This design comes from an exercise in tuning for small area on the open sky130 flow, not from production work. The RTL was checked by simulation tests, not by an equivalence proof against the original design. The flow treats the clock pin as an ideal source, which a real chip does not have. Power is estimated from default activity; no workload was simulated.

==> flow/design.v (excerpt) <==
module top(
	input clk,
	input rst,
	output [2:0]vgaRed,
	output [2:0]vgaGreen,
	output [1:0]vgaBlue,
	output vgaHsync,
	output vgaVsync,
	output MemOE,
	output MemWR,
	output FlashRp,
	output FlashCS,
	output [23:1]MemAdr,
	input [15:0]MemDB,
	input [7:0]sw,
	input [3:0]btn,
	output [7:0]led,
	input PS2C,
	input PS2D,
	output [3:0]an,
	output [6:0]seg
);
clock: 10.0 ns
lec_check: 0
cap_margin: 20
core_margin: 2
core_utilization: 40
slew_margin: 20
standard.sh (not shown) runs the stock make flow with config.mk's settings and CLKGATE_MAP_FILE= SYNTH_SCRIPT=/design/flow/synth_recipe.tcl, a recipe that flattens the netlist after the stock synthesis.
==> flow/flow/run.sh <==
#!/bin/bash
# Layout flow: the standard ORFS flow (standard.sh) with
#  - synthesis: the standard script (synth_recipe.tcl) with full-adder
#    extraction off and an area-oriented ABC script (flow/area.abc);
#    registers are mapped exactly as in the standard synthesis;
#  - port buffers: buf_1;
#  - clock tree: clkbuf_8, no dummy loads.
# Each ORFS step logs to orfs/logs/; make's own output goes to make_*.log.
set -euo pipefail
W=$(pwd)
bash standard.sh SYNTH_SCRIPT="$W/flow/synth.tcl" ADDER_MAP_FILE= \
  BUFFER_PORTS_ARGS="-buffer_cell sky130_fd_sc_hd__buf_1" \
  CTS_ARGS="-sink_clustering_enable -repair_clock_nets -buf_list sky130_fd_sc_hd__clkbuf_8 -sink_clustering_size 12 -sink_clustering_max_diameter 50 -dont_use_dummy_load" \
  finish > make_finish.log 2>&1
==> flow/flow/area.abc <==
strash
&get -n
&deepsyn -T 30
&put
dch -f
amap
topo
dnsize -c
==> flow/flow/synth.tcl <==
# The standard synthesis script, with ABC run on flow/area.abc instead
# of ORFS's speed script.
set ::area_abc [file join [file dirname [file normalize [info script]]] area.abc]
proc abc {args} {
  set i [lsearch $args -script]
  if {$i >= 0} { lset args [expr {$i + 1}] $::area_abc }
  yosys abc {*}$args
}
source [file join [file dirname [file dirname [file normalize [info script]]]] synth_recipe.tcl]
==> next run, changes <==
--- a/flow/flow/run.sh
+++ b/flow/flow/run.sh
@@ -13 +13 @@
-  CTS_ARGS="-sink_clustering_enable -repair_clock_nets -buf_list sky130_fd_sc_hd__clkbuf_8 -sink_clustering_size 12 -sink_clustering_max_diameter 50 -dont_use_dummy_load" \
+  CTS_ARGS="-sink_clustering_enable -repair_clock_nets -buf_list {sky130_fd_sc_hd__clkbuf_4 sky130_fd_sc_hd__clkbuf_8} -dont_use_dummy_load" \
Hold slack stays the same.
Setup slack stays the same.
Area after synthesis does not change.
Combinational power stays flat.
Synthesized cell count stays the same.
Routed wire length is unchanged.
Design area stays the same.
Power stays the same.
Clock skew is unchanged.
Cell count stays the same.
Clock-buffer cell count stays the same.

========
Another version of the RTL of top (not shown whole).
Size: roughly 190 flip-flops, roughly 88 I/O pins, roughly 0.0095 sq mm of cells after synthesis.
// top
module top(
	input clk,
	input rst,
	output [2:0]vgaRed,
	output [2:0]vgaGreen,
	output [1:0]vgaBlue,
	output vgaHsync,
	output vgaVsync,
	output MemOE,
	output MemWR,
	output FlashRp,
	output FlashCS,
	output [23:1]MemAdr,
	input [15:0]MemDB,
	input [7:0]sw,
	input [3:0]btn,
	output [7:0]led,
	input PS2C,
	input PS2D,
	output [3:0]an,
	output [6:0]seg
);
clock: 10.0 ns
lec_check: 0
cap_margin: 20
core_margin: 2
core_utilization: 40
slew_margin: 20
==> flow/flow/run.sh <==
#!/bin/bash
# Layout flow: the standard ORFS flow (standard.sh) with
#  - synthesis: the standard script (synth_recipe.tcl) with full-adder
#    extraction off and area-oriented ABC scripts (flow/synth.tcl,
#    flow/area*.abc); registers are mapped exactly as in the standard
#    synthesis;
#  - port buffers: buf_1;
#  - clock tree: clkbuf_8, no dummy loads; after CTS, a clock buffer with
#    more than 15 loads becomes clkbuf_16 (flow/post_cts.tcl).
# Each ORFS step logs to orfs/logs/; make's own output goes to make_*.log.
set -euo pipefail
W=$(pwd)
bash standard.sh SYNTH_SCRIPT="$W/flow/synth.tcl" ADDER_MAP_FILE= \
  BUFFER_PORTS_ARGS="-buffer_cell sky130_fd_sc_hd__buf_1" \
  CTS_ARGS="-repair_clock_nets -buf_list sky130_fd_sc_hd__clkbuf_8 -dont_use_dummy_load" \
  POST_CTS_TCL="$W/flow/post_cts.tcl" \
  finish > make_finish.log 2>&1
Other scripts of this flow, unchanged in this note and not shown: flow/flow/area1.abc, flow/flow/area2.abc, flow/flow/area3.abc, flow/flow/area4.abc, flow/flow/post_cts.tcl, flow/flow/synth.tcl
The starting point ran to the end with no violations.
Next try:
--- a/flow/flow/run.sh
+++ b/flow/flow/run.sh
@@ -14,3 +14,3 @@
   BUFFER_PORTS_ARGS="-buffer_cell sky130_fd_sc_hd__buf_1" \
-  CTS_ARGS="-repair_clock_nets -buf_list sky130_fd_sc_hd__clkbuf_8 -dont_use_dummy_load" \
+  CTS_ARGS="-sink_clustering_enable -repair_clock_nets -buf_list sky130_fd_sc_hd__clkbuf_8 -dont_use_dummy_load" \
   POST_CTS_TCL="$W/flow/post_cts.tcl" \
What happened: The new run finished clean. Global-route usage does not change. Flip-flop and latch count stays the same. Setup slack is unchanged.

========
## build 8
top with an RTL version that a note above also has.
Size in the first run: ~1100 cells after synthesis, about 190 flip-flops, roughly 9600 um^2 of cells after synthesis.
export LEC_CHECK = 0
export CAP_MARGIN = 20
export CORE_MARGIN = 2
export CORE_UTILIZATION = 40
export SLEW_MARGIN = 20
create_clock -name core_clock -period 10.0 [get_ports {clk}]
==> flow/flow/run.sh <==
#!/bin/bash
# Layout flow: the standard ORFS flow (standard.sh) with
#  - synthesis: the standard script (synth_recipe.tcl) with full-adder
#    extraction off and an area-oriented ABC script (flow/area.abc);
#    registers are mapped exactly as in the standard synthesis;
#  - port buffers: buf_1;
#  - clock tree: clkbuf_8, no dummy loads.
# Each ORFS step logs to orfs/logs/; make's own output goes to make_*.log.
set -euo pipefail
W=$(pwd)
bash standard.sh SYNTH_SCRIPT="$W/flow/synth.tcl" ADDER_MAP_FILE= \
  BUFFER_PORTS_ARGS="-buffer_cell sky130_fd_sc_hd__buf_1" \
  CTS_ARGS="-sink_clustering_enable -repair_clock_nets -buf_list sky130_fd_sc_hd__clkbuf_8 -root_buf sky130_fd_sc_hd__clkbuf_16 -sink_clustering_levels 1 -dont_use_dummy_load" \
  finish > make_finish.log 2>&1
Scripts as last shown in full above: flow/flow/area.abc, flow/flow/synth.tcl
## Diff of input files: build 69 against build 8
--- a/flow/flow/run.sh
+++ b/flow/flow/run.sh
@@ -6,3 +6,4 @@
 #  - port buffers: buf_1;
-#  - clock tree: clkbuf_8, no dummy loads.
+#  - clock tree: clkbuf_8, no dummy loads; after CTS, a clock buffer with
+#    more than 15 loads becomes clkbuf_16 (flow/post_cts.tcl).
 # Each ORFS step logs to orfs/logs/; make's own output goes to make_*.log.
@@ -12,3 +13,4 @@
   BUFFER_PORTS_ARGS="-buffer_cell sky130_fd_sc_hd__buf_1" \
-  CTS_ARGS="-sink_clustering_enable -repair_clock_nets -buf_list sky130_fd_sc_hd__clkbuf_8 -root_buf sky130_fd_sc_hd__clkbuf_16 -sink_clustering_levels 1 -dont_use_dummy_load" \
+  CTS_ARGS="-sink_clustering_enable -repair_clock_nets -buf_list sky130_fd_sc_hd__clkbuf_8 -dont_use_dummy_load" \
+  POST_CTS_TCL="$W/flow/post_cts.tcl" \
   finish > make_finish.log 2>&1
==> flow/flow/post_cts.tcl (new file) <==
# After CTS: a clock buffer that drives more than 15 pins is given the
# stronger clkbuf_16, to keep the slew at the flip-flop clock pins low.
set db [ord::get_db]
set big [$db findMaster sky130_fd_sc_hd__clkbuf_16]
set n 0
foreach inst [[ord::get_db_block] getInsts] {
  if {[[$inst getMaster] getName] ne "sky130_fd_sc_hd__clkbuf_8"} { continue }
  set out [$inst findITerm X]
  set net [$out getNet]
  if {$net eq "NULL"} { continue }
  set loads [expr {[llength [$net getITerms]] - 1}]
  if {$loads > 15} {
    $inst swapMaster $big
    incr n
  }
}
puts "post_cts: upsized $n clock buffers"
if {$n > 0} {
  detailed_placement
  check_placement -verbose
  estimate_parasitics -placement
}
==> comparison <==
Taking build 8 as the reference point, the part of the total power dissipated in combinational logic of build 69 falls by 0.3 points. Changes observed in build 69 relative to build 8: number of global-route vias before repair comparable; non-clock buffering overhead in the final layout comparable; vias after detailed routing now smaller; design area comparable; relative max-transition margin now larger.
Here is what was changed in the inputs of build 5 compared with build 69.
- CAP_MARGIN: 20 -> 0
- SLEW_MARGIN: 20 -> 0
- GPL_TIMING_DRIVEN: unset -> 0
--- a/flow/flow/run.sh
+++ b/flow/flow/run.sh
@@ -6,4 +6,3 @@
 #  - port buffers: buf_1;
-#  - clock tree: clkbuf_8, no dummy loads; after CTS, a clock buffer with
-#    more than 15 loads becomes clkbuf_16 (flow/post_cts.tcl).
+#  - clock tree: clkbuf_8, no dummy loads.
 # Each ORFS step logs to orfs/logs/; make's own output goes to make_*.log.
@@ -14,3 +13,2 @@
   CTS_ARGS="-sink_clustering_enable -repair_clock_nets -buf_list sky130_fd_sc_hd__clkbuf_8 -dont_use_dummy_load" \
-  POST_CTS_TCL="$W/flow/post_cts.tcl" \
   finish > make_finish.log 2>&1
removed: flow/flow/post_cts.tcl
Findings:
Measured against each other, build 5 and build 69 differ in routed length on met1, the lower figure coming from build 69. On core utilization: between build 5 and build 69, it ends up higher for build 5. Compared with build 69, build 5 has less setup slack. Looking at launch point of the worst path, the shoot[5]$_DFF_PP0_ result is from build 5; the shoot[4]$_DFF_PP0_ one comes from build 69. Going from build 69 to build 5, wire length per cell grew slightly. In the tables for build 5 and build 69, worst slew margin relative to its limit reads lower with build 5.

## static timing again, ports no longer ideal
The flow's constraints put no driver on any port. The routed layouts listed below were extracted and timed again, unchanged, in two steps. Step 1 assumes that a clkbuf_16 drives the clock port and a buf_2 every other input. Step 2 adds t to the input delays and takes it off the output delays; t is the mean of the earliest and latest rising clock arrival at the registers after step 1. Input paths then give back, and output paths get back, about the clock's delay inside the block. Three values: no drivers, after step 1, after step 2; two values: the first two.
run	t, ns	setup WS [ns]	latest minus earliest clock arrival (ns)
the first run of note 1	0.516	3.919 / 3.919 / 3.919	0.057 / 0.057
the second run of note 1	0.516	3.919 / 3.919 / 3.919	0.057 / 0.057
the first run of note 2	0.429	4.536 / 4.491 / 4.920	0.027 / 0.027
the second run of note 2	0.429	4.536 / 4.491 / 4.920	0.027 / 0.027
build 8	0.440	3.926 / 3.926 / 3.926	0.056 / 0.057
build 69	0.435	3.969 / 3.969 / 3.969	0.031 / 0.030
build 5	0.502	3.776 / 3.776 / 3.776	0.052 / 0.052
After both steps setup and hold are still met in every run listed.
